This is an optimization exercise on Yosys and OpenROAD, whose aim is small area and a short achievable clock period, not a production implementation.
Only simulation tests tie the RTL to the original design; equivalence was not proved.
No activity file was given, so power comes from the tool's default toggle rates.

==> inputs of juniper <==
// fp_multiplier
module fp_multiplier(input [31:0] a, input [31:0] b, output [31:0] out, input clk,
	input rst, input in_valid, output out_valid);
	wire [7:0] ea = a[30:23], eb = b[30:23];
	wire za = ~|ea, zb = ~|eb, ia = &ea, ib = &eb;
	wire fn = (ia & zb) | (za & ib);            
	wire fo = ia | ib;                          
	wire fz = (za | zb) & ~fo;                  
	wire [1:0] cl_s0 = {fo, fz | fn};           
	wire sg_s0 = (a[31] ^ b[31]) & ~fz & ~fn;
	wire [7:0] e_s0 = ea + eb + 8'd129;         
  ...
==> flow/config.mk <==
export PLATFORM = sky130hd
export DESIGN_NAME = fp_multiplier
export DESIGN_NICKNAME = fp_multiplier
export VERILOG_FILES = /design/flow/design.v
export SDC_FILE = /design/flow/constraint.sdc
export NUM_CORES = 4
export LEC_CHECK = 0
export CAP_MARGIN = 20
export CORE_MARGIN = 2
export CORE_UTILIZATION = 40
export CTS_BUF_LIST = sky130_fd_sc_hd__clkbuf_8
export CTS_CLUSTER_DIAMETER = 100
export CTS_CLUSTER_SIZE = 16
export SETUP_SLACK_MARGIN = 0.2
export SLEW_MARGIN = 20
export SYNTH_HIERARCHICAL = 1
==> flow/constraint.sdc <==
create_clock -name core_clock -period 2.5 [get_ports {clk}]
set_input_delay 0.5000 -clock core_clock [delete_from_list [all_inputs] [get_ports {clk}]]
set_output_delay 0.5000 -clock core_clock [all_outputs]
set_load 0.01 [all_outputs]
run.sh (not shown) runs the stock make flow with config.mk's settings and CLKGATE_MAP_FILE= SYNTH_SCRIPT=/design/flow/synth_recipe.tcl, a recipe that flattens the netlist after the stock synthesis.
==> inputs of garnet, as changes to juniper <==
Settings changed: SETUP_SLACK_MARGIN 0.2 to not set.
==> comparison table <==
| metric | garnet | juniper |
|---|---|---|
| Run status | finished clean | finished clean |
| Final-layout non-clock buffer area share | 0.113 | 0.117 |
| Vias per std cell | 5.78 | 5.77 |
| Diode insertion count for antenna repair | 0 | 2 |
| Post-layout util | 0.465 | 0.487 |
| Number of global-route vias before repair | 15980 | 16363 |
| Int Pwr | 16.3 mW | 16.9 mW |
| First-iteration detailed-routing DRC count | 1797 | 1328 |
| Sequential cell area | 0.00728 mm² | 0.00732 mm² |
| Fill cell instance count of the final layout | 4986 | 4769 |
| Proportion of cell area occupied by multi-input gates | 0.533 | 0.542 |
| Total wirelength of the detailed-routed design | 59.5 mm | 60.5 mm |
| Relative contribution of sequential cells to total power | 0.361 | 0.350 |

==> run a <==
Starting RTL as in the previous note.
export LEC_CHECK = 0
export CAP_MARGIN = 20
export CORE_MARGIN = 2
export CORE_UTILIZATION = 40
export CTS_BUF_LIST = sky130_fd_sc_hd__clkbuf_8
export CTS_CLUSTER_DIAMETER = 100
export CTS_CLUSTER_SIZE = 16
export SETUP_SLACK_MARGIN = 0.4
export SLEW_MARGIN = 20
export SYNTH_HIERARCHICAL = 1
create_clock -name core_clock -period 2.5 [get_ports {clk}]
==> inputs of run b, as changes to run a <==
--- a/flow/config.mk
+++ b/flow/config.mk
@@ -12,5 +12,5 @@
 export CTS_CLUSTER_DIAMETER = 100
 export CTS_CLUSTER_SIZE = 16
-export SETUP_SLACK_MARGIN = 0.4
+export GPL_TIMING_DRIVEN = 0
 export SLEW_MARGIN = 20
 export SYNTH_HIERARCHICAL = 1
==> comparison <==
In flip-flop and latch count, run b and run a do not differ. In run b the core utilization is lower than in run a, by 5.4 points. In run a the cell count is larger than in run b, by 2.1%. Run b finished but fails on negative setup slack. Run a ran to the end with no violations. Against run a, the maximum frequency of run b is lower by 2.9%.

==> build 46 <==
fp_multiplier, a different RTL version from the one above (not shown whole).
Settings: LEC_CHECK=0, CAP_MARGIN=20, CORE_MARGIN=2, CORE_UTILIZATION=40, CTS_BUF_LIST=sky130_fd_sc_hd__clkbuf_8, CTS_CLUSTER_DIAMETER=100, CTS_CLUSTER_SIZE=16, SLEW_MARGIN=20, SYNTH_HIERARCHICAL=1; clock period 2.5 ns.
==> trial 57 (differences from build 46) <==
SETUP_SLACK_MARGIN = 0.075   (was not set)
==> run notes <==
outcome -> no timing/DRC/antenna violations
DR vias/cell -> 5.77
storage element area -> 7290 sq um
sequential fraction of total cell area -> 29.4%
non-clock buffer share of cell area -> 10.8%
dpl cells -> 2,682
Worst EP arrival -> 2990 ps
the above is filed under trial 57

==> run notes <==
worst setup margin -> -67.0 ps
Worst EP arrival -> 2070 ps
Final setup viols -> 2
dpl cells -> 2,687
layout check failures -> setup timing
storage element area -> 7270 sq um
DR vias/cell -> 5.78
outcome -> failed layout checks
the above is filed under build 46

==> afterwards: timing with drivers on the ports <==
How much do the figures lean on ideal ports? The routed layouts below were timed once more, with nothing changed but the port constraints.
Step 1 (the two cells are an assumption about what drives the block):
set clk [get_ports {clk}]
set_driving_cell -lib_cell sky130_fd_sc_hd__clkbuf_16 $clk
set_driving_cell -lib_cell sky130_fd_sc_hd__buf_2 [delete_from_list [all_inputs] $clk]
Step 2 adds t to the input delays and takes it off the output delays; t is the mean of the earliest and latest rising clock arrival at the registers after step 1. Input paths then give back, and output paths get back, about the clock's delay inside the block.
a / b / c = ideal ports / drivers / drivers and shift; a / b = the first two.
run | t, ns | setup slack, ns | clock arrival spread, ns | worst register clock-pin slew, ns
juniper | 0.662 | 0.119 / 0.078 / -0.398 | 0.018 / 0.018 | 0.10 / 0.10
garnet | 0.677 | 0.058 / 0.029 / -0.548 | 0.040 / 0.040 | 0.11 / 0.11
run a | 0.665 | 0.036 / -0.019 / -0.245 | 0.019 / 0.019 | 0.11 / 0.11
run b | 0.692 | -0.039 / -0.039 / -0.554 | 0.020 / 0.020 | 0.10 / 0.10
build 46 | 0.692 | -0.067 / -0.121 / -0.519 | 0.026 / 0.026 | 0.11 / 0.11
trial 57 | 0.710 | 0.090 / 0.090 / -0.466 | 0.045 / 0.045 | 0.11 / 0.11
With both steps, setup timing fails in juniper, garnet, run a and trial 57, where it was met with ideal ports. For garnet, which loses most, drivers alone change the setup slack by -0.029 ns; drivers and shift together by -0.606 ns.
